Source: an optimization exercise on an open RTL-to-GDS flow (aim: small area and a short achievable clock period). Production flows keep margins and buffers that such runs may drop. Function was not checked in any run shown here: the RTL went through the layout flow alone. Power and IR drop assume default switching activity.

`flow/run.sh`:
```
#!/bin/bash
# synth_recipe.tcl (not shown) runs the flow's synth.tcl, then flattens the netlist and writes it again
# the make line also repeats each setting of config.mk as NAME=value (left out here)
make -C /OpenROAD-flow-scripts/flow DESIGN_CONFIG=/design/flow/config.mk WORK_HOME=/design/flow/orfs CLKGATE_MAP_FILE= SYNTH_SCRIPT=/design/flow/synth_recipe.tcl finish
```
`flow/config.mk`:
```
export PLATFORM = sky130hd
export DESIGN_NAME = cpu_core
export DESIGN_NICKNAME = cpu_core
export VERILOG_FILES = /design/flow/design.v
export SDC_FILE = /design/flow/constraint.sdc
export NUM_CORES = 4
export LEC_CHECK = 0
export ABC_AREA = 1
export CAP_MARGIN = 20
export CORE_MARGIN = 2
export CORE_UTILIZATION = 40
export SLEW_MARGIN = 20
```
`flow/design.v`:
```
module if_stage (
    input  wire        clk,
    input  wire        rst_n,
    input  wire [18:0] ibus_rdata,
    output reg         fetch_en,
    output wire [18:0] next_instr,
    output reg  [4:0]  opcode,
    output reg  [2:0]  rd
);
    assign next_instr = ibus_rdata & {19{fetch_en}};
    always @(posedge clk or negedge rst_n) begin
        if (!rst_n) begin
            fetch_en <= 1'b0;
            opcode   <= 5'd0;
            rd       <= 3'd0;
        end else begin
            fetch_en <= 1'b1;
            opcode   <= next_instr[18:14];
            rd       <= next_instr[13:11];
        end
    end
endmodule
module id_stage (
    input  [18:0] instruction,
    output [2:0]  rs1,
    output [2:0]  rs2
);
    assign rs1 = instruction[10:8];
    assign rs2 = instruction[7:5];
endmodule
module regfile (
    input         clk,
    input  [2:0]  rd_addr,
    input  [2:0]  rs1_addr,
    input  [2:0]  rs2_addr,
    input  [18:0] wb_data,
    input         reg_write,
    output [18:0] rs1_data,
    output [18:0] rs2_data
);
    reg [18:0] registers [1:7];
    always @(posedge clk) begin
        if (reg_write && rd_addr != 3'd0)
            registers[rd_addr] <= wb_data;
    end
    assign rs1_data = (rs1_addr == 3'd0) ? 19'd0 : registers[rs1_addr];
    assign rs2_data = (rs2_addr == 3'd0) ? 19'd0 : registers[rs2_addr];
endmodule
module alu #(parameter integer SP = 10) (
    input             clk,
    input             rst_n,
    input      [18:0] a_next,
    input      [18:0] b_next,
    input      [4:0]  op_next,
    input      [4:0]  opcode,
    output reg [18:0] operand_a,
    output reg [18:0] operand_b,
    output reg [18:0] result
);
    localparam integer NK = SP / 2;    
    wire        div_n = op_next[0];    
    wire [18:0] y_n   = div_n ? b_next : a_next;
    wire [20:0] y3_n  = {2'b0, y_n} + {1'b0, y_n, 1'b0};
    wire [18:0] z1_n  = y_n ^ {19{div_n}};
    wire [18:0] z3_n  = y3_n[18:0] ^ {19{div_n}};
    wire [9:0]  ok3_n;
    genvar k;
    generate
        for (k = 0; k < 10; k = k + 1) begin : ok3g
            assign ok3_n[k] = ~|(y3_n >> (19 - 2*k));
        end
    endgenerate
    wire [18:0] acc_n;
    wire [19:SP] q_n;
    md_steps #(.HI(18), .LO(SP)) pre (
        .acc_in(a_next & {19{div_n}}), .z1(z1_n), .z3(z3_n), .div(div_n),
        .b(b_next), .ok3(ok3_n[9:NK]), .acc_out(acc_n), .q(q_n)
    );
    reg  [18:SP]   acc_hi;
    reg  [18:SP]   q_hi;
    reg  [18:0]    z1, z3;
    reg  [NK-1:0]  ok3;
    reg            div_r;
    always @(posedge clk or negedge rst_n) begin
        if (!rst_n) begin
            operand_a <= 19'd0;
            operand_b <= 19'd0;
        end else begin
            operand_a <= a_next;
            operand_b <= b_next;
        end
    end
    always @(posedge clk) begin
        acc_hi <= acc_n[18:SP];
        q_hi   <= q_n[18:SP];
        z1     <= z1_n;
        z3     <= z3_n;
        ok3    <= ok3_n[NK-1:0];
        div_r  <= div_n;
    end
    wire [18:0] a = operand_a;
    wire [18:0] b = operand_b;
    wire [18:0] prod;
    wire [SP-1:0] q_lo;
    md_steps #(.HI(SP-2), .LO(0)) post (
        .acc_in({acc_hi, a[SP-1:0] & {SP{div_r}}}), .z1(z1), .z3(z3), .div(div_r),
        .b(b), .ok3(ok3), .acc_out(prod), .q(q_lo)
    );
    wire [18:0] quot = {q_hi, q_lo};
    wire [18:0] addb = opcode[3] ? {19{opcode[0]}} : (b ^ {19{opcode[0]}});
    wire [18:0] sum  = a + addb + {18'd0, opcode[0] ^ opcode[3]};
    always @(*) begin
        case (opcode)
            5'd0, 5'd1, 5'd8, 5'd9: result = sum;
            5'd2: result = prod;
            5'd3: result = quot;
            5'd4: result = a & b;
            5'd5: result = a | b;
            5'd6: result = a ^ b;
            5'd7: result = ~a;
            default: result = 19'd0;
        endcase
    end
endmodule
module md_steps #(parameter integer HI = 18, parameter integer LO = 0) (
    input  [18:0]      acc_in,
    input  [18:0]      z1,
    input  [18:0]      z3,
    input              div,
    input  [18:0]      b,
    input  [HI/2:LO/2] ok3,
    output [18:0]      acc_out,
    output [HI+1:LO]   q
);
    wire [18:0] acc [LO:HI+2];
    assign acc[HI+2] = acc_in;
    assign acc_out = acc[LO];
    wire [18:0] z2 = {z1[17:0], div};
    genvar s;
    generate
        for (s = HI; s >= LO; s = s - 2) begin : st
            localparam integer W = 19 - s;
            wire [W-1:0] r = acc[s+2][18:s];
            wire [W-1:0] nr;
            if (W == 1) begin : top
                wire x = r[0] ^ z1[0] ^ div;
                wire c1 = ~|b[18:1] & (r[0] | z1[0]);
                wire e1 = div ? c1 : b[18];
                assign q[s] = c1;
                assign q[s+1] = 1'b0;
                assign nr = e1 ? x : r;
            end else begin : full
                wire [W:0] x1, x2, x3;
                addc #(W) u1 (.x(r), .y(z1[W-1:0]), .ci(div), .s(x1[W-1:0]), .co(x1[W]));
                addc #(W) u2 (.x(r), .y(z2[W-1:0]), .ci(div), .s(x2[W-1:0]), .co(x2[W]));
                addc #(W) u3 (.x(r), .y(z3[W-1:0]), .ci(div), .s(x3[W-1:0]), .co(x3[W]));
                wire ok1 = (W >= 19) ? 1'b1 : ~|(b >> W);
                wire ok2 = ~|(b >> (W-1));
                wire c1 = ok1 & x1[W];
                wire c2 = ok2 & x2[W];
                wire c3 = ok3[s/2] & x3[W];
                assign q[s+1] = c2;
                assign q[s]   = c3 | (c1 & ~c2);
                wire e3 = div ? c3 : (b[s+1] & b[s]);
                wire e2 = div ? c2 : b[s+1];
                wire e1 = div ? c1 : b[s];
                assign nr = e3 ? x3[W-1:0] : e2 ? x2[W-1:0] : e1 ? x1[W-1:0] : r;
            end
            if (s == 0) begin : l
                assign acc[s] = nr;
            end else begin : m
                assign acc[s] = {nr, acc[s+2][s-1:0]};
            end
        end
    endgenerate
endmodule
module addc #(parameter integer W = 8) (
    input  [W-1:0] x, input [W-1:0] y, input ci,
    output [W-1:0] s, output co
);
    localparam integer L = (W <= 1) ? 1 : $clog2(W);
    wire [W-1:0] g [0:L];
    wire [W-1:0] p [0:L];
    assign g[0] = {x[W-1:1] & y[W-1:1], (x[0] & y[0]) | ((x[0] | y[0]) & ci)};
    assign p[0] = {x[W-1:1] | y[W-1:1], 1'b0};
    genvar l, i;
    generate
        for (l = 0; l < L; l = l + 1) begin : lv
            for (i = 0; i < W; i = i + 1) begin : bt
                if ((i >> l) & 1) begin : c
                    localparam integer J = ((i >> l) << l) - 1;
                    assign g[l+1][i] = g[l][i] | (p[l][i] & g[l][J]);
                    assign p[l+1][i] = p[l][i] & p[l][J];
                end else begin : n
                    assign g[l+1][i] = g[l][i];
                    assign p[l+1][i] = p[l][i];
                end
            end
        end
    endgenerate
    wire [W-1:0] c = {g[L][W-2:0], ci};
    assign s  = x ^ (y ^ c);
    assign co = g[L][W-1];
endmodule
module cpu_core (
    input  wire        clk,
    input  wire        rst_n,
    output wire        bus_valid,
    output wire        bus_write,
    output wire [18:0] bus_addr,
    output wire [18:0] bus_wdata,
    input  wire [18:0] bus_rdata
);
    wire        fetch_en;
    wire [4:0]  opcode;
    wire [2:0]  rd;
    wire [18:0] next_instr;         
    if_stage ifs (
        .clk(clk),
        .rst_n(rst_n),
        .ibus_rdata(bus_rdata),
        .fetch_en(fetch_en),
        .next_instr(next_instr),
        .opcode(opcode),
        .rd(rd)
    );
    wire [2:0] rs1_n, rs2_n;
    id_stage id (
        .instruction(next_instr),
        .rs1(rs1_n),
        .rs2(rs2_n)
    );
    wire [18:0] alu_result;
    wire        mem_access = (opcode == 5'd8) | (opcode == 5'd9);
    wire        reg_write  = ~mem_access & (rd != 3'd0);
    wire [18:0] rf_a, rf_b;
    regfile rf (
        .clk(clk),
        .rd_addr(rd),
        .rs1_addr(rs1_n),
        .rs2_addr(rs2_n),
        .wb_data(alu_result),
        .reg_write(reg_write),
        .rs1_data(rf_a),
        .rs2_data(rf_b)
    );
    wire [18:0] a_n = (reg_write && rd == rs1_n) ? alu_result : rf_a;
    wire [18:0] b_n = (reg_write && rd == rs2_n) ? alu_result : rf_b;
    wire [18:0] op_a, op_b;
    wire [18:0] quot;
    alu alu_u (
        .clk(clk),
        .rst_n(rst_n),
        .a_next(a_n),
        .b_next(b_n),
        .op_next(next_instr[18:14]),
        .opcode(opcode),
        .operand_a(op_a),
        .operand_b(op_b),
        .result(alu_result)
    );
    assign bus_valid = mem_access;
    assign bus_write = (opcode == 5'd9);
    assign bus_addr  = alu_result;
    assign bus_wdata = op_b;
endmodule
```
`flow/constraint.sdc`:
```
create_clock -name core_clock -period 45.0 [get_ports {clk}]
set_input_delay 9.0000 -clock core_clock [delete_from_list [all_inputs] [get_ports {clk}]]
set_output_delay 9.0000 -clock core_clock [all_outputs]
set_load 0.01 [all_outputs]
```
==> summary.txt, run 1 <==
GRT
  – Met2 Use GR: 44.73%
  – Largest net degree at the start of global routing: 66
  – Gr usage total: 27.82%
  – Grt ovf: 0
  – Initial antenna violation count: 1
  – Met1 usage: 38.81%
  – Vias in the first global route: 27090
  – GR Util met3: 3.386%
  – Global-route wire length before repair: 161400 µm
  – Gr busiest metal: met2

Drt
  – DRC: 0
  – WL final: 106300 µm
  – Post-route ant nets: 0
  – DR vias: 30120
  – 1st-iter DRT viols: 3200
  – Pre-antenna DRT Iters: 6
  – Wire length per cell: 18.94 µm
  – Via/cell ratio: 5.366

Synth
  – Ranking of synthesized cells by area: nand2_1 (21%), edfxtp_1 (14%), nand3_1 (7.5%)
  – Post-synth ARST share: 19.50%
  – Syn. warnings: 14
  – Avg Synthesized Cell Area: 6.265 µm²
  – Mux share of post-synthesis cell area: 0%
  – Register area share after synthesis: 22.01%
  – Synth Area in Compound Gates: 11.96%
  – Post-synth top area share: 20.89%
  – Distinct cells, synth: 73
  – Yosys top cell by area: nand2_1
  – Adder-Cell Fraction of Synth Area: 8.720%
  – EDFF count, synth: 133
  – Synth Area in Simple Gates: 41.36%
  – Mapped Cells: 4635
  – Register bit total from synthesis: 241
  – XOR/XNOR Fraction of Synth Area: 5.062%
  – Synth Flop Type: edfxtp_1
  – Synth Net Count: 4811
  – Mapped Area: 29040 µm²
  – Largest family of logic cells by synthesized area: simple AND/OR/NAND/NOR gates

Setup path
  – CP bufs+invs: 21
  – Worst-path fanout max: 37
  – Most used cell, CP: nand2_1
  – CP Data Arrival Time: 25.58 ns
  – Endpoint class of the critical path: register
  – CP delay by family, top: simple AND/OR/NAND/NOR gates
  – Startpoint Class: register
  – Slowest CP cell: o21ai_1
  – WP data required: 45.43 ns
  – Setup CP Type: reg2reg
  – CP max stage delay: 0.50 ns

Power and ir drop
  – Share of power burned in registers: 13.2%
  – Combinational Power Share: 77.6%
  – Peak supply drop: 0.05456 mV
  – Pleak: 0.01602 µW
  – Switch Pwr: 1475 µW
  – Internal power: 1072 µW
  – Sw frac: 57.90%
  – Clock power share: 9.3%
  – Overall power: 2547 µW
  – P per Cell Area: 81.07 nW/µm²

Clocking
  – Resized Gates After CTS: 0
  – CTS root buffer: clkbuf_16
  – CTS tree: yes
  – Clock latency (worst-skew pair): 0.61 ns
  – Inserted Clock Buffers: 28
  – # hold bufs at CTS: 0
  – Clock Pin Slew Worst Setup and Hold Paths: 0.06 ns
  – Clk sinks: 241
  – Setup bufs post-CTS: 0
  – H-tree Lvls: 1
  – Max clock buf depth: 3

Timing
  – Setup Skew: 0.07128 ns
  – Fin. Hold Viols: 0
  – Final min period: 25.15 ns
  – Max-slew violations: 0
  – Setup violations, final: 0
  – Crit share post-route: 55.89%
  – Worst Tran Pin Value: 1.114 ns
  – Relative slew margins: 24.74%
  – Sum Neg Setup Slack: 0 ns
  – Highest clock rate: 39.76 MHz
  – RSZ-0062 raised after global routing: false

Finish
  – Layout fillers: 7648
  – Final nets: 4817
  – Layout cells sized above 1: 9.738%
  – P&R area growth vs syn: 8.190%
  – Multi-input logic area: 19510 µm²
  – Register area: 6392 µm²

Run
  – Max_cap viols: 0

Place
  – IO buf count: 55
  – DPL Wire Length: 81520 µm
  – Routability Congestion: 0.9603

Floorplanning
  – Initial Utilization: 40.48%
  – Die Wd: 273.4 µm
  – Core area: 71730 µm²
  – # rows: 98
  – Die height: 273.4 µm
  – Top-Level Pins: 61
  – Die area: 74770 µm²

Worst hold path
  – Hold WC Path Type: reg2reg

Run status
  – Status: timing/DRC/antenna clean
## power by group through the flow
stage          clock, µW  combinational [µW]  sequential, µW
2_1_floorplan          0                1500             305
3_5_place_dp           0                1950             336
4_1_cts              237                1960             332
3_3_place_gp           0                1930             337
5_1_grt              246                2230             336
6_report             237                1980             335
## path summary, 6_finish.rpt
check,from,endpoint,slack (ns),depth (start not counted)
setup / recovery,alu_u.div_r,alu_u.acc_hi[10],19.85,162
hold / removal,rf.registers[1][1],alu_u.operand_a[1],0.69,2
setup reg to reg,alu_u.div_r,alu_u.acc_hi[10],19.85,162
hold reg to reg,rf.registers[1][1],alu_u.operand_a[1],0.69,2
max in group asynchronous,rst_n,alu_u.operand_b[10],35.96,2
min in group asynchronous,rst_n,ifs.rd[1],8.53,2
## tightest hold or removal path: cells and delay by family (launching register included)
family	cells	cell delay, ns
DFF	1	0.35
and+or+nand+nor	1	0.14
AOI/OAI and AO/OA	1	0.15
## placed cells by master, fill, tap and decap left out, types with 7 or more instances in the layout
cell type and instances:
a21oi_1 131, a21oi_2 9, a221oi_1 10, a22o_1 7, a31oi_1 11, buf_4 49
clkbuf_1 10, clkbuf_16 28, clkdlybuf4s50_1 54, clkinv_1 20, dfrtp_1 47, dfxtp_1 60
edfxtp_1 133, fa_1 79, ha_1 76, inv_1 545, inv_2 89, nand2_1 1615
nand2_2 131, nand2_4 24, nand3_1 436, nand3_2 38, nand3b_1 36, nand4_1 37
nor2_1 310, nor2_2 19, nor3_1 15, o2111ai_1 39, o211ai_1 46, o21ai_0 196
o21ai_1 56, o21ai_2 11, o221ai_1 7, o22ai_1 8, or2_1 13, or2_2 14
xnor2_1 55, xor2_1 111
## per-layer routing
metal  vias to the layer above  wire [µm]
met5                         -          0
met4                         0       3513
met3                       173       8188
met2                      1175      47570
met1                     13900      47060
li1                      14870          -
## cells in the mapped netlist (63+ instances only)
master	n
a21oi_1	131
clkbuf_1	63
edfxtp_1	133
fa_1	79
ha_1	76
inv_1	546
inv_2	88
nand2_1	1616
nand2_2	130
nand3_1	436
nor2_1	310
o21ai_0	196
xor2_1	111
## logic make-up (layout without fill, tap and decap cells)
| logic type | Yosys count | in the layout |
|---|---|---|
| adder cells (fa/ha/maj) | 155 | 155 |
| AO/OA/AOI/OAI | 571 | 571 |
| flip-flops | 241 | 241 |
| buffers and inverters | 784 | 811 |
| other | 1 | 2 |
| XOR/XNOR | 167 | 167 |
| AND/OR/NAND/NOR | 2716 | 2716 |
## per-stage QoR
stage	std cells	util, %	area, µm²	hold WS [ns]	worst slack (ns)
global placement	5561	42.47	30470	0.6073	20.33
detailed placement	5561	42.47	30470	0.6234	20.16
finish	5613	43.80	31420	0.6860	19.85
CTS	5612	43.80	31420	0.6956	20.10
global route	5612	43.80	31420	0.7528	17.69
floorplan	4635	-	29040	0.5495	25.68
## state kept, by name (all words and copies together) (netlist names), 3 cells and up
| signal | flops |
|---|---|
| rf.registers | 133 |
| alu_u.operand_a | 19 |
| alu_u.operand_b | 19 |
| alu_u.z3 | 19 |
| alu_u.z1 | 18 |
| alu_u.acc_hi | 9 |
| alu_u.q_hi | 9 |
| alu_u.ok3 | 5 |
| ifs.opcode | 5 |
| ifs.rd | 3 |
## layout make-up
cell class	count	area share (%)
multi-input cells	3610	62.08
flip-flops and latches	241	20.35
inverters	656	7.853
well taps	950	3.783
repair buffers	104	2.907
clock buffers	43	2.569
clock inverters	8	0.4540
diodes	1	0.007965
==> run 2, diff against run 1 <==
--- a/flow/design.v
+++ b/flow/design.v
@@ -62,6 +62,7 @@
     wire [18:0] y_n   = div_n ? b_next : a_next;
     wire [20:0] y3_n  = {2'b0, y_n} + {1'b0, y_n, 1'b0};
-    wire [18:0] z1_n  = y_n ^ {19{div_n}};
-    wire [18:0] z3_n  = y3_n[18:0] ^ {19{div_n}};
+    wire [18:0] z1_n  = div_n ? (~b_next + 19'd1) : a_next;
+    wire [18:0] z3_n  = div_n ? (~y3_n[18:0] + 19'd1) : y3_n[18:0];
+    wire        bz_n  = ~|b_next;
     wire [9:0]  ok3_n;
     genvar k;
@@ -82,4 +83,5 @@
     reg  [NK-1:0]  ok3;
     reg            div_r;
+    reg            bz;
     always @(posedge clk or negedge rst_n) begin
         if (!rst_n) begin
@@ -98,4 +100,5 @@
         ok3    <= ok3_n[NK-1:0];
         div_r  <= div_n;
+        bz     <= bz_n;
     end
     wire [18:0] a = operand_a;
@@ -107,5 +110,5 @@
         .b(b), .ok3(ok3), .acc_out(prod), .q(q_lo)
     );
-    wire [18:0] quot = {q_hi, q_lo};
+    wire [18:0] quot = {q_hi, q_lo} | {19{bz}};
     wire [18:0] addb = opcode[3] ? {19{opcode[0]}} : (b ^ {19{opcode[0]}});
     wire [18:0] sum  = a + addb + {18'd0, opcode[0] ^ opcode[3]};
@@ -136,5 +139,5 @@
     assign acc[HI+2] = acc_in;
     assign acc_out = acc[LO];
-    wire [18:0] z2 = {z1[17:0], div};
+    wire [18:0] z2 = {z1[17:0], 1'b0};
     genvar s;
     generate
@@ -144,6 +147,6 @@
             wire [W-1:0] nr;
             if (W == 1) begin : top
-                wire x = r[0] ^ z1[0] ^ div;
-                wire c1 = ~|b[18:1] & (r[0] | z1[0]);
+                wire x = r[0] ^ z1[0];
+                wire c1 = ~|b[18:1] & (r[0] & z1[0]);
                 wire e1 = div ? c1 : b[18];
                 assign q[s] = c1;
@@ -152,7 +155,7 @@
             end else begin : full
                 wire [W:0] x1, x2, x3;
-                addc #(W) u1 (.x(r), .y(z1[W-1:0]), .ci(div), .s(x1[W-1:0]), .co(x1[W]));
-                addc #(W) u2 (.x(r), .y(z2[W-1:0]), .ci(div), .s(x2[W-1:0]), .co(x2[W]));
-                addc #(W) u3 (.x(r), .y(z3[W-1:0]), .ci(div), .s(x3[W-1:0]), .co(x3[W]));
+                addc #(W) u1 (.x(r), .y(z1[W-1:0]), .ci(1'b0), .s(x1[W-1:0]), .co(x1[W]));
+                addc #(W) u2 (.x(r), .y(z2[W-1:0]), .ci(1'b0), .s(x2[W-1:0]), .co(x2[W]));
+                addc #(W) u3 (.x(r), .y(z3[W-1:0]), .ci(1'b0), .s(x3[W-1:0]), .co(x3[W]));
                 wire ok1 = (W >= 19) ? 1'b1 : ~|(b >> W);
                 wire ok2 = ~|(b >> (W-1));
==> flow/flow/run.sh (new file) <==
#!/bin/bash
# The standard layout, with timing repair asked to leave more setup
# slack than the clock period needs (SETUP_SLACK_MARGIN, in ns, from
# flow/margin.txt), so that the layout's critical path comes out shorter.
set -euo pipefail
export SETUP_SLACK_MARGIN="$(cat flow/margin.txt)"
bash standard.sh > standard.log 2>&1
==> flow/flow/margin.txt (new file) <==
20
==> flow/standard.sh (new file) <==
#!/bin/bash
# synth_recipe.tcl (not shown) runs the flow's synth.tcl, then flattens the netlist and writes it again
# the make line also repeats each setting of config.mk as NAME=value (left out here)
make -C /OpenROAD-flow-scripts/flow DESIGN_CONFIG=/design/flow/config.mk WORK_HOME=/design/flow/orfs CLKGATE_MAP_FILE= SYNTH_SCRIPT=/design/flow/synth_recipe.tcl "${@:-finish}"
--- a/flow/config.mk
+++ b/flow/config.mk
@@ -11,2 +11,3 @@
 export CORE_UTILIZATION = 40
 export SLEW_MARGIN = 20
+export TNS_END_PERCENT = 5
removed: flow/run.sh
==> run 2 against run 1 <==
Still clean. Synthesized cell count is 1.6% higher. Clock skew shrank 0.046 ns. Combinational power fell by 5%. Clock-buffer cell count decreased by 7. First-iteration DRC count decreased by 12%. Worst setup slack improved by 2.0 ns.
==> summary.txt, run 2 <==
Run status
  – Status: timing/DRC/antenna clean (unchanged)

Clocking
  – Inserted Clock Buffers: 25 (was 28)
  – Max clock buf depth: 3 (unchanged)
  – H-tree Lvls: 1 (unchanged)
  – CTS tree: yes (unchanged)
  – Clock latency (worst-skew pair): 0.56 ns (was 0.61 ns)
  – Clk sinks: 242 (was 241)
  – CTS root buffer: clkbuf_16 (unchanged)
  – Clock Pin Slew Worst Setup and Hold Paths: 0.07 ns (was 0.06 ns)
  – # hold bufs at CTS: 0 (unchanged)

Finish
  – P&R area growth vs syn: 8.634% (was 8.190%)
  – Final nets: 4925 (was 4817)
  – Non-Filler Instances: 5710 (was 5613)
  – Commonest non-fill, non-tap cell in the layout: nand2_1 (unchanged)
  – Commonest non-fill, non-tap cells in the layout: nand2_1 (1559), inv_1 (561), nand3_1 (424) (was nand2_1 (1615), inv_1 (545), nand3_1 (436))
  – Layout fillers: 7725 (was 7648)
  – Largest register by flop count: rf.registers (unchanged)
  – Layout cells sized above 1: 10.74% (was 9.738%)
  – Finished Core Util: 44.10% (was 43.80%)
  – Max reg flops: 133 (unchanged)

Synth
  – Synth Area in Simple Gates: 40.58% (was 41.36%)
  – Synth Net Count: 4901 (was 4811)
  – Post-synth top cells: nand2_1 (1568), inv_1 (564), nand3_1 (424), nor2_1 (337), o21ai_0 (228) (was nand2_1 (1616), inv_1 (546), nand3_1 (436), nor2_1 (310), o21ai_0 (196))
  – XOR/XNOR Fraction of Synth Area: 4.450% (was 5.062%)
  – Register bit total from synthesis: 242 (was 241)
  – Ranking of synthesized cells by area: nand2_1 (20%), edfxtp_1 (13%), nand3_1 (7.1%) (was nand2_1 (21%), edfxtp_1 (14%), nand3_1 (7.5%))
  – Largest family of logic cells by synthesized area: simple AND/OR/NAND/NOR gates (unchanged)
  – Mapped Area: 29720 µm² (was 29040 µm²)
  – Register area share after synthesis: 21.57% (was 22.01%)
  – Mux share of post-synthesis cell area: 0% (unchanged)
  – Count leader, synth: nand2_1 (unchanged)
  – Post-synth ARST share: 19.42% (was 19.50%)
  – Adder-Cell Fraction of Synth Area: 9.186% (was 8.720%)
  – Synth Area in Compound Gates: 13.16% (was 11.96%)
  – Synth Flop Type: edfxtp_1 (unchanged)
  – Syn. warnings: 14 (unchanged)
  – Mapped Cells: 4709 (was 4635)
  – Distinct cells, synth: 79 (was 73)
  – EDFF count, synth: 133 (unchanged)
  – Avg Synthesized Cell Area: 6.312 µm² (was 6.265 µm²)
  – Yosys top cell by area: nand2_1 (unchanged)
  – Post-synth top area share: 19.80% (was 20.89%)

Floorplanning
  – Die area: 76500 µm² (was 74770 µm²)
  – Core area: 73210 µm² (was 71730 µm²)
  – Die height: 276.6 µm (was 273.4 µm)
  – Top-Level Pins: 61 (unchanged)
  – Die Wd: 276.6 µm (was 273.4 µm)
  – Initial Utilization: 40.60% (was 40.48%)
  – # rows: 99 (was 98)

Drt
  – Via/cell ratio: 5.426 (was 5.366)
  – WL met2: 49600 µm (was 47570 µm)
  – WL final: 111400 µm (was 106300 µm)
  – DR top layer: met5 (was met4)
  – Pre-antenna DRT Iters: 6 (unchanged)
  – Wire length per cell: 19.50 µm (was 18.94 µm)
  – 1st-iter DRT viols: 2805 (was 3200)
  – Met3 WL post-DR: 8720 µm (was 8188 µm)
  – Met1 Routed Length: 46840 µm (was 47060 µm)
  – Post-route ant nets: 0 (unchanged)
  – DRC: 0 (unchanged)
  – DR vias: 30980 (was 30120)

Place
  – IO buf count: 55 (unchanged)
  – DPL Wire Length: 84620 µm (was 81520 µm)
  – Routability Congestion: 0.9619 (was 0.9603)
  – DP Cell Count: 5655 (was 5561)

Timing
  – Relative slew margins: 18.18% (was 24.74%)
  – Highest clock rate: 43.26 MHz (was 39.76 MHz)
  – Min Hold Slack: 0.5778 ns (was 0.6860 ns)
  – RSZ-0062 raised after global routing: true (was false)
  – Worst Tran Pin Value: 1.212 ns (was 1.114 ns)
  – Final min period: 23.11 ns (was 25.15 ns)
  – Fin. Hold Viols: 0 (unchanged)
  – Setup violations, final: 0 (unchanged)
  – Max-slew violations: 0 (unchanged)
  – Crit share post-route: 51.37% (was 55.89%)
  – Setup Skew: 0.02483 ns (was 0.07128 ns)
  – Sum Neg Setup Slack: 0 ns (unchanged)

Setup path
  – CP max stage delay: 0.54 ns (was 0.50 ns)
  – Setup CP Type: reg2reg (unchanged)
  – Slowest CP cell: fa_1 (was o21ai_1)
  – Endpoint class of the critical path: register (unchanged)
  – CP Data Arrival Time: 23.52 ns (was 25.58 ns)
  – Startpoint Class: register (unchanged)
  – WP data required: 45.41 ns (was 45.43 ns)
  – Worst-path fanout max: 21 (was 37)
  – Most used cell, CP: nand2_1 (unchanged)

Power and ir drop
  – Peak supply drop: 0.03327 mV (was 0.05456 mV)
  – Pleak: 0.01623 µW (was 0.01602 µW)
  – P per Cell Area: 75.56 nW/µm² (was 81.07 nW/µm²)
  – Overall power: 2440 µW (was 2547 µW)

GRT
  – Largest net degree at the start of global routing: 66 (unchanged)
  – Global-route wire length before repair: 168000 µm (was 161400 µm)
  – Gr usage total: 28.25% (was 27.82%)
  – Grt ovf: 0 (unchanged)
  – Vias in the first global route: 28480 (was 27090)
  – Initial antenna violation count: 1 (unchanged)

Worst hold path
  – Hold WC Path Type: reg2reg (unchanged)

Run
  – Max_cap viols: 0 (unchanged)
==> run 2: cell count changes in the layout (fill, tap and decap cells not counted), moves of 19 or more <==
| cell | previous run | this run |
|---|---|---|
| nand2_1 | 1615 | 1559 |
| a21oi_1 | 131 | 164 |
| o21ai_0 | 196 | 220 |
| nor2_1 | 310 | 333 |
| xor2_1 | 111 | 91 |
| ha_1 | 76 | 95 |
==> run 2: timing repair <==
item | in CTS | in global routing
pin swaps | 0 | 4
endpoints found under the setup margin | 9 | 23
buffers inserted | 0 | 8
gates cloned | 0 | 2
resized for setup | 8 | 48
==> run 2: cell type report <==
cell class	instances	area, µm²	area share (%)
multi-input combinational	3677	20240	62.68
sequential	242	6414	19.86
inverter	670	2546	7.886
tap	959	1200	3.716
timing repair buffer	117	1045	3.236
clock buffer	36	706.9	2.189
clock inverter	8	136.4	0.4224
antenna	1	2.502	0.007750
==> run 2: worst max-delay path, delay by kind of cell (launching register included) <==
| family | cells | cell delay [ns] |
|---|---|---|
| AO/OA/AOI/OAI | 32 | 5.00 |
| XOR/XNOR | 1 | 0.24 |
| adder cells (fa/ha/maj) | 4 | 1.69 |
| buffers and inverters | 20 | 2.95 |
| flip-flops | 1 | 0.30 |
| AND/OR/NAND/NOR | 99 | 12.69 |
==> run 2: per-stage QoR <==
stage               setup slack, ns  cell area, µm²
global placement              19.35           31130
detailed placement            19.22           31130
finish                        21.89           32290
floorplan                     25.76           29720
global route                  19.86           32280
CTS                           20.03           32010
==> run 2: cells by family (layout without fill, tap and decap cells) <==
kind of cell | count (synthesis) | after routing
other cells | 1 | 2
buf+inv | 791 | 831
simple gates | 2704 | 2705
fa+ha+maj | 173 | 173
xor+xnor | 151 | 151
flops | 242 | 242
compound gates | 647 | 647
==> run 2: worst paths after layout <==
| path | startpoint | end | slack (ns) | cells after the start |
|---|---|---|---|---|
| worst max-delay path | alu_u.z1[2] | alu_u.acc_hi[13] | 21.89 | 156 |
| worst min-delay path | rf.registers[1][5] | alu_u.operand_a[5] | 0.58 | 2 |
| worst max register to register | alu_u.z1[2] | alu_u.acc_hi[13] | 21.89 | 156 |
| worst min register to register | rf.registers[1][5] | alu_u.operand_a[5] | 0.58 | 2 |
| max in group asynchronous | rst_n | ifs.opcode[0] | 35.98 | 2 |
| min in group asynchronous | rst_n | ifs.rd[2] | 8.53 | 2 |
==> run 2: per-layer routing <==
| metal | up-vias | GRT usage [%] |
|---|---|---|
| met2 | 1305 | 45.45 |
| met3 | 233 | 3.316 |
| met5 | - | 0 |
| met1 | 14220 | 37.24 |
| met4 | 2 | 14.84 |
| li1 | 15220 | - |
==> run 2: power breakdown <==
part | leakage (µW) | internal, µW | total [µW] | switching, µW
clock | 0.000411 | 127 | 216 | 88.8
sequential | 0.00234 | 278 | 338 | 60.0
combinational | 0.0135 | 619 | 1890 | 1270
==> run 3, diff against run 2 <==
==> flow/flow/margin.txt (replaced) <==
26
==> run 3 against run 2 <==
Still clean. Global-route usage up 2.8 points. Clock-buffer cell count stayed put. Area after synthesis did not move. Sequential power is 3% higher. Routed wire length grew 12%. Non-clock buffer count rose by 385. Flip-flop and latch count unchanged. Worst hold slack worse by 0.010 ns. Total power grew 27%. Synthesized cell count stayed put. Clock skew decreased by 0.0028 ns. Die area unchanged. Largest power group unchanged.
==> summary.txt, run 3 <==
Clocking
  – Clock Pin Slew Worst Setup and Hold Paths: 0.07 ns (about the same)
  – CTS root buffer: clkbuf_16 (unchanged)
  – H-tree Lvls: 1 (unchanged)
  – Clk sinks: 242 (unchanged)
  – CTS tree: yes (unchanged)
  – Clock latency (worst-skew pair): 0.57 ns (was 0.56 ns)
  – Max clock buf depth: 3 (unchanged)
  – Inserted Clock Buffers: 25 (unchanged)
  – # hold bufs at CTS: 0 (unchanged)

Setup path
  – Setup CP Type: reg2out (was reg2reg)
  – FF-to-FF End: alu_u.acc_hi[13] (unchanged)
  – R2r worst-path depth: 153 (was 156)
  – Most used cell, CP: nand2_4 (was nand2_1)
  – Worst-path fanout max: 12 (was 21)
  – WP data required: 36.00 ns (was 45.41 ns)
  – Endpoint class of the critical path: primary output (was register)
  – Startpoint Class: register (unchanged)
  – R2R Path Start: alu_u.z1[1] (was alu_u.z1[2])
  – CP max stage delay: 0.49 ns (was 0.54 ns)
  – Slowest CP cell: fa_1 (unchanged)
  – Internal reg-to-reg setup slack: 25.42 ns (was 21.89 ns)
  – CP Data Arrival Time: 11.07 ns (was 23.52 ns)

Synth
  – Register area share after synthesis: 21.57% (unchanged)
  – Yosys top cell by area: nand2_1 (unchanged)
  – Post-synth top cells: nand2_1 (1568), inv_1 (564), nand3_1 (424), nor2_1 (337), o21ai_0 (228) (unchanged)
  – Synth Flop Type: edfxtp_1 (unchanged)
  – Distinct cells, synth: 79 (unchanged)
  – Ranking of synthesized cells by area: nand2_1 (20%), edfxtp_1 (13%), nand3_1 (7.1%) (unchanged)
  – Avg Synthesized Cell Area: 6.312 µm² (unchanged)
  – Post-synth ARST share: 19.42% (unchanged)
  – Count leader, synth: nand2_1 (unchanged)
  – Register bit total from synthesis: 242 (unchanged)
  – Mapped Cells: 4709 (unchanged)
  – Synth Net Count: 4901 (unchanged)
  – Syn. warnings: 14 (unchanged)
  – Mapped Area: 29720 µm² (unchanged)
  – EDFF count, synth: 133 (unchanged)
  – Post-synth top area share: 19.80% (unchanged)

Drt
  – Wire length per cell: 20.49 µm (was 19.50 µm)
  – DR top layer: met4 (was met5)
  – Met1 Routed Length: 48100 µm (was 46840 µm)
  – DR vias: 34070 (was 30980)
  – DRC: 0 (unchanged)
  – WL final: 125300 µm (was 111400 µm)
  – Via/cell ratio: 5.573 (was 5.426)
  – 1st-iter DRT viols: 3231 (was 2805)
  – WL met2: 55460 µm (was 49600 µm)
  – Met3 WL post-DR: 11460 µm (was 8720 µm)
  – Post-route ant nets: 0 (unchanged)
  – Pre-antenna DRT Iters: 8 (was 6)

Timing
  – Worst Tran Pin Value: 1.132 ns (was 1.212 ns)
  – Setup Skew: 0.02204 ns (was 0.02483 ns)
  – Fin. Hold Viols: 0 (unchanged)
  – Relative slew margins: 23.52% (was 18.18%)
  – RSZ-0062 raised after global routing: true (unchanged)
  – Highest clock rate: 49.82 MHz (was 43.26 MHz)
  – Sum Neg Setup Slack: 0 ns (unchanged)
  – Crit share post-route: 44.60% (was 51.37%)
  – Max-slew violations: 0 (unchanged)
  – Setup violations, final: 0 (unchanged)
  – Final min period: 20.07 ns (was 23.11 ns)
  – Setup ws final: 24.93 ns (was 21.89 ns)

GRT
  – Initial antenna violation count: 2 (was 1)
  – Global-route wire length before repair: 184200 µm (was 168000 µm)
  – Vias in the first global route: 31270 (was 28480)
  – Largest net degree at the start of global routing: 66 (unchanged)
  – Grt ovf: 0 (unchanged)
  – Gr usage total: 31.01% (was 28.25%)

Run status
  – Status: timing/DRC/antenna clean (unchanged)

Floorplanning
  – Die Wd: 276.6 µm (unchanged)
  – Die height: 276.6 µm (unchanged)
  – Die area: 76500 µm² (unchanged)
  – Initial Utilization: 40.60% (unchanged)
  – Core area: 73210 µm² (unchanged)
  – # rows: 99 (unchanged)
  – Top-Level Pins: 61 (unchanged)

Place
  – Post-place setup slack: 19.48 ns (was 19.22 ns)
  – Routability Congestion: 0.9807 (was 0.9619)
  – DPL Wire Length: 84580 µm (was 84620 µm)
  – Cell area after placement: 31140 µm² (was 31130 µm²)
  – IO buf count: 55 (unchanged)

Finish
  – Multi-input logic area: 23400 µm² (was 20240 µm²)
  – Largest register by flop count: rf.registers (unchanged)
  – Register area: 6434 µm² (was 6414 µm²)
  – Max reg flops: 133 (unchanged)
  – Commonest non-fill, non-tap cell in the layout: nand2_1 (unchanged)
  – Commonest non-fill, non-tap cells in the layout: nand2_1 (1322), inv_1 (537), buf_4 (364) (was nand2_1 (1559), inv_1 (561), nand3_1 (424))
  – Final nets: 5326 (was 4925)
  – P&R area growth vs syn: 31.99% (was 8.634%)
  – Layout cells sized above 1: 27.81% (was 10.74%)
  – Final instance area: 39230 µm² (was 32290 µm²)
  – Layout fillers: 6943 (was 7725)

Worst hold path
  – Hold WC Path Type: reg2reg (unchanged)
  – Hold path start: rf.registers[1][5] (unchanged)
  – Worst Hold End: alu_u.operand_a[5] (unchanged)
  – WHS Path Cells: 2 (unchanged)

Power and ir drop
  – Pleak: 0.01935 µW (was 0.01623 µW)
  – P per Cell Area: 78.70 nW/µm² (was 75.56 nW/µm²)
  – Peak supply drop: 0.03854 mV (was 0.03327 mV)

Run
  – Max_cap viols: 0 (unchanged)
-- run 3: cell count changes in the layout (fill, tap and decap cells not counted), moves of 57 or more --
cell | previous run | this run
nand2_4 | 39 | 161
nand2_2 | 147 | 236
nand2_1 | 1559 | 1322
nand3_1 | 424 | 355
buf_6 | 1 | 58
buf_4 | 59 | 364
-- run 3: worst max-delay path by stage --
stage	endpoint	slack, ns	cells past startpoint	start
final	bus_addr[8]	24.93	85	alu_u.z1[1]
after CTS	bus_addr[16]	25.32	98	alu_u.div_r
after floorplan	alu_u.acc_hi[18]	26.01	78	bus_rdata[8]
after global routing	alu_u.acc_hi[13]	24.43	163	alu_u.div_r
after detailed placement	alu_u.acc_hi[13]	19.48	162	alu_u.div_r
after global placement	alu_u.acc_hi[13]	19.66	162	alu_u.div_r
-- run 3: where the power goes --
part | leakage (µW) | total [µW] | switching, µW | internal [µW]
sequential | 0.00234 | 347 | 68.1 | 279
combinational | 0.0165 | 2500 | 1570 | 934
clock | 0.000483 | 237 | 94.0 | 143
-- run 3: layer usage --
metal,track usage (%),vias to the layer above
met3,4.691,461
li1,-,16070
met1,38.63,15780
met5,0,-
met2,49.93,1765
met4,20.39,0
-- run 3: metrics by stage --
step	cells	utilization (%)	total power, µW	hold slack (ns)
floorplan	4709	-	1710	0.4974
global route	6112	53.58	3326	0.6109
CTS	5981	50.26	2787	0.5539
finish	6114	53.59	3087	0.5678
global placement	5656	42.54	2159	0.5419
detailed placement	5656	42.54	2176	0.5394
-- run 3: cell type report --
cell class | count | area share (%)
clock buffer | 36 | 2.127
clock inverter | 10 | 0.3476
antenna | 2 | 0.01276
sequential | 242 | 16.40
timing repair buffer | 502 | 11.53
tap | 959 | 3.059
inverter | 670 | 6.838
multi-input combinational | 3692 | 59.66
timing repair inverter | 1 | 0.02870
-- run 3: logic make-up after synthesis --
kind of cell,share of synthesized area [%]
AO/OA/AOI/OAI,13.16
XOR/XNOR,4.450
AND/OR/NAND/NOR,40.58
adder cells (fa/ha/maj),9.186
other,0.01262
flip-flops,21.57
buffers and inverters,11.04
-- run 3: repair_timing --
| action | in CTS | in global routing |
|---|---|---|
| gates resized for setup | 703 | 351 |
| setup buffers | 256 | 127 |
| pin swaps | 200 | 233 |
| endpoints found under the setup margin | 34 | 30 |
| gates cloned | 23 | 2 |
-- run 3: critical path, delay by kind of cell, from the launching register on --
family,cells,cell delay (ns)
buffers and inverters,15,2.12
AOI/OAI and AO/OA,10,1.49
DFF,1,0.31
and+or+nand+nor,58,5.57
adders and majority gates,2,0.93
==> run 4, diff against run 3 <==
--- a/flow/design.v
+++ b/flow/design.v
@@ -153,4 +153,19 @@
                 assign q[s+1] = 1'b0;
                 assign nr = e1 ? x : r;
+            end else if (s == 0) begin : last
+                wire [W:0] x1, x2, x3;
+                addc #(W) u1 (.x(r), .y(z1[W-1:0]), .ci(1'b0), .s(x1[W-1:0]), .co(x1[W]));
+                addc #(W) u2 (.x(r), .y(z2[W-1:0]), .ci(1'b0), .s(x2[W-1:0]), .co(x2[W]));
+                addc #(W) u3 (.x(r), .y(z3[W-1:0]), .ci(1'b0), .s(x3[W-1:0]), .co(x3[W]));
+                wire ok2 = ~|(b >> (W-1));
+                wire c1 = x1[W];
+                wire c2 = ok2 & x2[W];
+                wire c3 = ok3[s/2] & x3[W];
+                assign q[s+1] = c2;
+                assign q[s]   = c3 | (c1 & ~c2);
+                wire [W-1:0] mz = b[s+1] ? (b[s] ? z3[W-1:0] : z2[W-1:0]) :
+                                           (b[s] ? z1[W-1:0] : {W{1'b0}});
+                wire pco;
+                addc #(W) um (.x(r), .y(mz), .ci(1'b0), .s(nr), .co(pco));
             end else begin : full
                 wire [W:0] x1, x2, x3;
==> flow/flow/margin.txt (replaced) <==
24
==> run 4 against run 3 <==
Global-route usage is 2.2 points lower. Area after synthesis down 3.9%. Routed wire length down 12%. Die area shrank 3.8%. Register-to-register slack worse by 0.22 ns. Largest cell class unchanged. Worst hold slack better by 0.11 ns. Synthesized cell count decreased by 5.6%. Final cell count down 9.6%. Highest routed layer unchanged. Via count fell by 11%.
==> summary.txt, run 4 <==
Run status
  – Status: timing/DRC/antenna clean (unchanged)

Floorplanning
  – Core area: 70390 µm² (was 73210 µm²)
  – Die height: 271.2 µm (was 276.6 µm)
  – Top-Level Pins: 61 (unchanged)
  – Initial Utilization: 40.58% (was 40.60%)
  – Die area: 73560 µm² (was 76500 µm²)
  – Die Wd: 271.2 µm (was 276.6 µm)
  – # rows: 97 (was 99)

Drt
  – Post-route ant nets: 0 (unchanged)
  – Via/cell ratio: 5.489 (was 5.573)
  – 1st-iter DRT viols: 2633 (was 3231)
  – DR vias: 30350 (was 34070)
  – Pre-antenna DRT Iters: 6 (was 8)
  – DRC: 0 (unchanged)
  – Wire length per cell: 19.90 µm (was 20.49 µm)
  – WL final: 110000 µm (was 125300 µm)

Setup path
  – Slowest CP cell: dfxtp_1 (was fa_1)
  – Setup CP Type: reg2out (unchanged)
  – Endpoint class of the critical path: primary output (unchanged)
  – CP Data Arrival Time: 11.52 ns (was 11.07 ns)
  – WP data required: 36.00 ns (about the same)
  – CP max stage delay: 0.76 ns (was 0.49 ns)
  – Startpoint Class: register (unchanged)
  – Most used cell, CP: nand2_1 (was nand2_4)
  – Worst-path fanout max: 11 (was 12)

GRT
  – Gr usage total: 28.83% (was 31.01%)
  – Largest net degree at the start of global routing: 64 (was 66)
  – Grt ovf: 0 (unchanged)
  – Initial antenna violation count: 0 (was 2)
  – Global-route wire length before repair: 165400 µm (was 184200 µm)
  – Vias in the first global route: 27780 (was 31270)

Timing
  – Setup Skew: 0.01861 ns (was 0.02204 ns)
  – Final min period: 20.52 ns (was 20.07 ns)
  – Fin. Hold Viols: 0 (unchanged)
  – Setup violations, final: 0 (unchanged)
  – Highest clock rate: 48.73 MHz (was 49.82 MHz)
  – Relative slew margins: 24.45% (was 23.52%)
  – RSZ-0062 raised after global routing: true (unchanged)
  – Sum Neg Setup Slack: 0 ns (unchanged)
  – Crit share post-route: 45.61% (was 44.60%)
  – Min Hold Slack: 0.6733 ns (was 0.5678 ns)
  – Max-slew violations: 0 (unchanged)
  – Setup ws final: 24.48 ns (was 24.93 ns)
  – Worst Tran Pin Value: 1.126 ns (was 1.132 ns)

Synth
  – Mapped Area: 28560 µm² (was 29720 µm²)
  – Avg Synthesized Cell Area: 6.425 µm² (was 6.312 µm²)
  – Count leader, synth: nand2_1 (unchanged)
  – Post-synth ARST share: 19.42% (unchanged)
  – EDFF count, synth: 133 (unchanged)
  – Synth Flop Type: edfxtp_1 (unchanged)
  – Yosys top cell by area: nand2_1 (unchanged)
  – Syn. warnings: 14 (unchanged)
  – Register area share after synthesis: 22.45% (was 21.57%)
  – Ranking of synthesized cells by area: nand2_1 (17%), edfxtp_1 (14%), inv_1 (7.0%) (was nand2_1 (20%), edfxtp_1 (13%), nand3_1 (7.1%))
  – Synth Net Count: 4630 (was 4901)
  – Post-synth top cells: nand2_1 (1311), inv_1 (532), nand3_1 (388), nor2_1 (329), o21ai_0 (252) (was nand2_1 (1568), inv_1 (564), nand3_1 (424), nor2_1 (337), o21ai_0 (228))
  – Distinct cells, synth: 80 (was 79)
  – Register bit total from synthesis: 242 (unchanged)
  – Mapped Cells: 4446 (was 4709)
  – Post-synth top area share: 17.23% (was 19.80%)

Place
  – DPL Wire Length: 81040 µm (was 84580 µm)
  – IO buf count: 55 (unchanged)
  – Routability Congestion: 0.9529 (was 0.9807)
  – Post-place setup slack: 19.42 ns (was 19.48 ns)

Finish
  – Final nets: 4755 (was 5326)
  – N_diodes: 0 (was 2)
  – Max reg flops: 133 (unchanged)
  – Commonest non-fill, non-tap cells in the layout: nand2_1 (1269), inv_1 (514), nand3_1 (375) (was nand2_1 (1322), inv_1 (537), buf_4 (364))
  – Largest register by flop count: rf.registers (unchanged)
  – Commonest non-fill, non-tap cell in the layout: nand2_1 (unchanged)
  – Layout fillers: 7308 (was 6943)
  – P&R area growth vs syn: 15.80% (was 31.99%)
  – Layout cells sized above 1: 15.21% (was 27.81%)

Clocking
  – CTS root buffer: clkbuf_16 (unchanged)
  – # hold bufs at CTS: 0 (unchanged)
  – H-tree Lvls: 1 (unchanged)
  – Clock Pin Slew Worst Setup and Hold Paths: 0.06 ns (was 0.07 ns)
  – CTS tree: yes (unchanged)
  – Clk sinks: 242 (unchanged)
  – Clock latency (worst-skew pair): 0.56 ns (was 0.57 ns)
  – Inserted Clock Buffers: 24 (was 25)
  – Max clock buf depth: 3 (unchanged)

Power and ir drop
  – Peak supply drop: 0.04254 mV (was 0.03854 mV)
  – P per Cell Area: 68.91 nW/µm² (was 78.70 nW/µm²)
  – Pleak: 0.01602 µW (was 0.01935 µW)
  – Overall power: 2279 µW (was 3087 µW)

Worst hold path
  – Hold WC Path Type: reg2reg (unchanged)

Run
  – Max_cap viols: 0 (unchanged)
[run 4: path summary, 6_finish.rpt]
kind                                           end  cells past startpoint  slack (ns)                from
worst max-delay path                  bus_addr[11]                     76       24.48         alu_u.z3[1]
worst max register to register    alu_u.acc_hi[12]                    138       25.20         alu_u.z3[1]
min in group asynchronous                ifs.rd[1]                      2        8.53               rst_n
worst min register to register  alu_u.operand_a[0]                      4        0.67  rf.registers[1][0]
worst min-delay path            alu_u.operand_a[0]                      4        0.67  rf.registers[1][0]
max in group asynchronous       alu_u.operand_a[8]                      2       35.98               rst_n
[run 4: cell type report]
| cell class | instances | area [µm²] | share of cell area, % |
|---|---|---|---|
| multi-input cells | 3451 | 20050 | 60.61 |
| well taps | 940 | 1176 | 3.556 |
| repair inverters | 2 | 13.76 | 0.04161 |
| clock buffers | 28 | 668.1 | 2.020 |
| clock inverters | 16 | 227.7 | 0.6884 |
| flip-flops and latches | 242 | 6420 | 19.41 |
| inverters | 618 | 2402 | 7.263 |
| repair buffers | 232 | 2121 | 6.411 |
[run 4: logic make-up after synthesis]
logic type      count (synthesis)  share of synthesized area, %
fa+ha+maj                     165                         9.024
compound gates                751                         15.91
flops                         242                         22.45
simple gates                 2390                         37.57
xor+xnor                      139                         4.288
other cells                     1                       0.01313
buf+inv                       758                         10.75
[run 4: layer usage]
metal | global-route usage [%] | vias to the layer above | routed length, µm
li1 | - | 14830 | -
met1 | 36.89 | 14120 | 45300
met2 | 47.52 | 1121 | 50060
met3 | 2.751 | 283 | 7303
met4 | 16.64 | 0 | 7347
met5 | 0 | - | 0
[run 4: worst max-delay path, delay by kind of cell, from the launching register on]
family	cells	cell delay, ns
AND/OR/NAND/NOR	57	6.86
flip-flops	1	0.76
adder cells (fa/ha/maj)	1	0.38
buffers and inverters	8	1.58
AO/OA/AOI/OAI	10	1.34
[run 4: metrics by stage]
step,cell area (µm²),util [%],cells
detailed placement,30050,42.69,5366
global placement,30040,42.67,5365
CTS,31870,45.27,5456
global route,33080,46.99,5529
finish,33080,46.99,5529
floorplan,28560,-,4446
[run 4: power by group]
part | switching (µW) | total, µW | internal (µW)
Combinational | 1150 | 1720 | 576
Clock | 91.0 | 227 | 136
Sequential | 52.2 | 329 | 276
[run 4: what timing repair did]
item	in CTS	in global routing
cloned	5	4
setup endpoints to repair	32	29
gates resized for setup	111	160
pin swaps	21	59
setup buffers	41	69
==> run 5, diff against run 4 <==
--- a/flow/config.mk
+++ b/flow/config.mk
@@ -9,5 +9,6 @@
 export CAP_MARGIN = 20
 export CORE_MARGIN = 2
-export CORE_UTILIZATION = 40
+export CORE_UTILIZATION = 60
+export PLACE_DENSITY = 0.85
 export SLEW_MARGIN = 20
 export TNS_END_PERCENT = 5
==> run 5 against run 4 <==
Worst hold slack better by 0.017 ns. Sequential power rose by 1%. Clock-buffer cell count decreased by 3. Total power is 2.6% lower. Flip-flop and latch count unchanged. Maximum frequency decreased by 2.7%. Register-to-register slack got worse by 0.57 ns. Non-clock buffer count is 41 lower. Synthesized cell count stayed put. Area after synthesis is the same. First-iteration DRC count increased by 72%. Largest power group unchanged. Global-route usage up 12 points. Largest cell class unchanged.
==> summary.txt, run 5 <==
Run status
  – Status: timing/DRC/antenna clean (unchanged)

Drt
  – Post-route ant nets: 0 (unchanged)
  – Pre-antenna DRT Iters: 10 (was 6)
  – WL final: 103600 µm (was 110000 µm)
  – 1st-iter DRT viols: 4517 (was 2633)
  – Wire length per cell: 20.11 µm (was 19.90 µm)
  – DRC: 0 (unchanged)
  – DR vias: 31820 (was 30350)
  – Via/cell ratio: 6.173 (was 5.489)

Floorplanning
  – Die height: 222.2 µm (was 271.2 µm)
  – # rows: 79 (was 97)
  – Initial Utilization: 61.09% (was 40.58%)
  – Top-Level Pins: 61 (unchanged)
  – Core area: 46750 µm² (was 70390 µm²)
  – Die Wd: 222.2 µm (was 271.2 µm)
  – Die area: 49370 µm² (was 73560 µm²)

Timing
  – Min Hold Slack: 0.6900 ns (was 0.6733 ns)
  – Final min period: 21.09 ns (was 20.52 ns)
  – RSZ-0062 raised after global routing: true (unchanged)
  – Highest clock rate: 47.41 MHz (was 48.73 MHz)
  – Max-slew violations: 0 (unchanged)
  – Setup violations, final: 0 (unchanged)
  – Relative slew margins: 20.43% (was 24.45%)
  – Crit share post-route: 46.88% (was 45.61%)
  – Sum Neg Setup Slack: 0 ns (unchanged)
  – Fin. Hold Viols: 0 (unchanged)
  – Setup Skew: 0.03000 ns (was 0.01861 ns)
  – Worst Tran Pin Value: 1.191 ns (was 1.126 ns)

Clocking
  – CTS root buffer: clkbuf_16 (unchanged)
  – Clock latency (worst-skew pair): 0.55 ns (was 0.56 ns)
  – CTS tree: yes (unchanged)
  – Max clock buf depth: 3 (unchanged)
  – Inserted Clock Buffers: 23 (was 24)
  – Clock Pin Slew Worst Setup and Hold Paths: 0.07 ns (was 0.06 ns)
  – # hold bufs at CTS: 0 (unchanged)
  – H-tree Lvls: 1 (unchanged)
  – Clk sinks: 242 (unchanged)

Power and ir drop
  – Share of power burned in registers: 15.0% (was 14.4%)
  – Sw frac: 57.92% (was 56.62%)
  – P per Cell Area: 69.71 nW/µm² (was 68.91 nW/µm²)
  – Peak supply drop: 0.04232 mV (was 0.04254 mV)
  – Pleak: 0.01566 µW (was 0.01602 µW)
  – Internal power: 933.8 µW (was 988.9 µW)
  – Combinational Power Share: 76.3% (was 75.6%)
  – Switch Pwr: 1285 µW (was 1290 µW)
  – Clock power share: 8.7% (was 10.0%)

Synth
  – Ranking of synthesized cells by area: nand2_1 (17%), edfxtp_1 (14%), inv_1 (7.0%) (unchanged)
  – Yosys top cell by area: nand2_1 (unchanged)
  – Post-synth top cells: nand2_1 (1311), inv_1 (532), nand3_1 (388), nor2_1 (329), o21ai_0 (252) (unchanged)
  – Syn. warnings: 14 (unchanged)
  – Register bit total from synthesis: 242 (unchanged)
  – Avg Synthesized Cell Area: 6.425 µm² (unchanged)
  – Count leader, synth: nand2_1 (unchanged)
  – Register area share after synthesis: 22.45% (unchanged)
  – Mapped Area: 28560 µm² (unchanged)
  – Mapped Cells: 4446 (unchanged)
  – Synth Flop Type: edfxtp_1 (unchanged)
  – EDFF count, synth: 133 (unchanged)
  – Distinct cells, synth: 80 (unchanged)
  – Post-synth ARST share: 19.42% (unchanged)
  – Post-synth top area share: 17.23% (unchanged)
  – Synth Net Count: 4630 (unchanged)

Finish
  – Layout fillers: 3942 (was 7308)
  – Final nets: 4711 (was 4755)
  – P&R area growth vs syn: 11.46% (was 15.80%)
  – Layout cells sized above 1: 13.95% (was 15.21%)
  – Largest register by flop count: rf.registers (unchanged)
  – Non-Filler Instances: 5154 (was 5529)
  – Commonest non-fill, non-tap cells in the layout: nand2_1 (1273), inv_1 (519), nand3_1 (377) (was nand2_1 (1269), inv_1 (514), nand3_1 (375))
  – Max reg flops: 133 (unchanged)
  – Finished Core Util: 68.10% (was 46.99%)
  – Commonest non-fill, non-tap cell in the layout: nand2_1 (unchanged)

Setup path
  – WP data required: 36.00 ns (about the same)
  – Endpoint class of the critical path: primary output (unchanged)
  – CP Data Arrival Time: 12.09 ns (was 11.52 ns)
  – Startpoint Class: register (unchanged)
  – CP max stage delay: 0.93 ns (was 0.76 ns)
  – CP bufs+invs: 10 (was 8)
  – CP delay by family, top: simple AND/OR/NAND/NOR gates (unchanged)
  – Most used cell, CP: nand2_1 (unchanged)
  – Worst-path fanout max: 11 (unchanged)
  – Setup CP Type: reg2out (unchanged)
  – Slowest CP cell: o21bai_1 (was dfxtp_1)

Worst hold path
  – Hold WC Path Type: reg2reg (unchanged)

GRT
  – Grt ovf: 0 (unchanged)
  – Global-route wire length before repair: 157000 µm (was 165400 µm)
  – Gr usage total: 40.39% (was 28.83%)
  – Vias in the first global route: 28580 (was 27780)
  – Largest net degree at the start of global routing: 67 (was 64)
  – Initial antenna violation count: 8 (was 0)

Place
  – Routability Congestion: 1.036 (was 0.9529)
  – DPL Wire Length: 73780 µm (was 81040 µm)
  – DP Cell Count: 5018 (was 5366)
  – IO buf count: 55 (unchanged)

Run
  – Max_cap viols: 0 (unchanged)
run 5: logic make-up (layout without fill, tap and decap cells):
kind of cell             after synthesis  in the layout  share of synthesized area [%]
buffers and inverters                758            853                          10.75
XOR/XNOR                             139            139                          4.288
AND/OR/NAND/NOR                     2390           2393                          37.57
adder cells (fa/ha/maj)              165            165                          9.024
other                                  1              4                        0.01313
AO/OA/AOI/OAI                        751            751                          15.91
flip-flops                           242            242                          22.45
run 5: final cells by class:
class	count	area (µm²)	share of cell area [%]
timing repair buffer	191	1690	5.309
inverter	618	2377	7.467
antenna	3	7.507	0.02358
multi-input combinational	3449	19830	62.29
tap	607	759.5	2.385
timing repair inverter	2	13.76	0.04323
clock inverter	17	136.4	0.4284
sequential	242	6419	20.16
clock buffer	25	604.3	1.898
run 5: power by group through the flow:
| stage | registers (µW) | logic [µW] | clock network [µW] |
|---|---|---|---|
| 6_report | 333 | 1690 | 193 |
| 5_1_grt | 334 | 1860 | 200 |
| 4_1_cts | 328 | 1580 | 192 |
| 3_5_place_dp | 332 | 1530 | 0 |
| 3_3_place_gp | 330 | 1500 | 0 |
| 2_1_floorplan | 304 | 1160 | 0 |
run 5: final timing paths:
kind / start / to / slack, ns / cells past startpoint
hold / removal: rf.registers[1][0] / alu_u.operand_a[0] / 0.69 / 4
min in group asynchronous: rst_n / ifs.rd[0] / 8.56 / 2
hold reg to reg: rf.registers[1][0] / alu_u.operand_a[0] / 0.69 / 4
setup / recovery: alu_u.z3[5] / bus_addr[10] / 23.91 / 73
max in group asynchronous: rst_n / alu_u.operand_a[8] / 35.97 / 2
setup reg to reg: alu_u.z3[5] / alu_u.acc_hi[10] / 24.63 / 141
run 5: what timing repair did:
action	4_1_cts	5_1_grt
cloned	5	1
buffers inserted	36	48
pin swaps	18	36
endpoints found under the hold margin	0	0
endpoints found under the setup margin	32	29
resized for setup	96	116
run 5: worst register-to-register path, delay by kind of cell (launching register included):
kind                       cells  cell delay, ns
adders and majority gates      6            2.23
DFF                            1            0.81
AOI/OAI and AO/OA             24            4.19
buffers and inverters         20            2.04
and+or+nand+nor               90           10.76
xor gates and xnor gates       1            0.18
run 5: routing by layer:
layer  share of wire [%]  track usage, %
met1                  35           48.67
met3                  12           7.934
met4                  10           34.92
met5               0.026               0
met2                  43           62.00
run 5: stage by stage:
step | setup WS, ns | instance area [µm²] | total power [µW]
after global routing | 23.54 | 31830 | 2397
after floorplan | 26.33 | 28560 | 1463
after global placement | 20.00 | 29510 | 1833
final | 23.91 | 31840 | 2219
after CTS | 24.00 | 31010 | 2096
after detailed placement | 19.81 | 29510 | 1861

[afterwards: timing with drivers on the ports]
In the flow no input, the clock included, has a driving cell. The finished layouts below were timed again as built, in two steps. Step 1: set_driving_cell puts a clkbuf_16 on clk and a buf_2 on each other input, an assumption about the parent block. Step 2 times the ports against the registers' clock, not the clock port: input delays grow and output delays shrink by t, the midpoint of the rising clock arrivals with the driver on. Slacks: ideal / step 1 / step 2; pairs: ideal / step 1.
run | t (ns) | setup slack, ns | clock arrival spread, ns | slew at the worst register clock pin (ns) | worst data-port slew with drivers (ns)
run 1 | 0.623 | 19.851 / 19.851 / 19.851 | 0.071 / 0.072 | 0.07 / 0.07 | 0.03
run 2 | 0.605 | 21.886 / 21.886 / 21.832 | 0.025 / 0.025 | 0.07 / 0.07 | 0.04
run 3 | 0.612 | 24.928 / 24.872 / 24.719 | 0.022 / 0.022 | 0.07 / 0.07 | 0.04
run 4 | 0.607 | 24.477 / 24.425 / 24.360 | 0.019 / 0.018 | 0.07 / 0.07 | 0.04
run 5 | 0.588 | 23.906 / 23.855 / 23.918 | 0.030 / 0.030 | 0.07 / 0.07 | 0.04
After both steps every run listed still meets setup and hold. For run 3, which loses most, drivers alone change the setup slack by -0.056 ns; drivers and shift together by -0.209 ns.
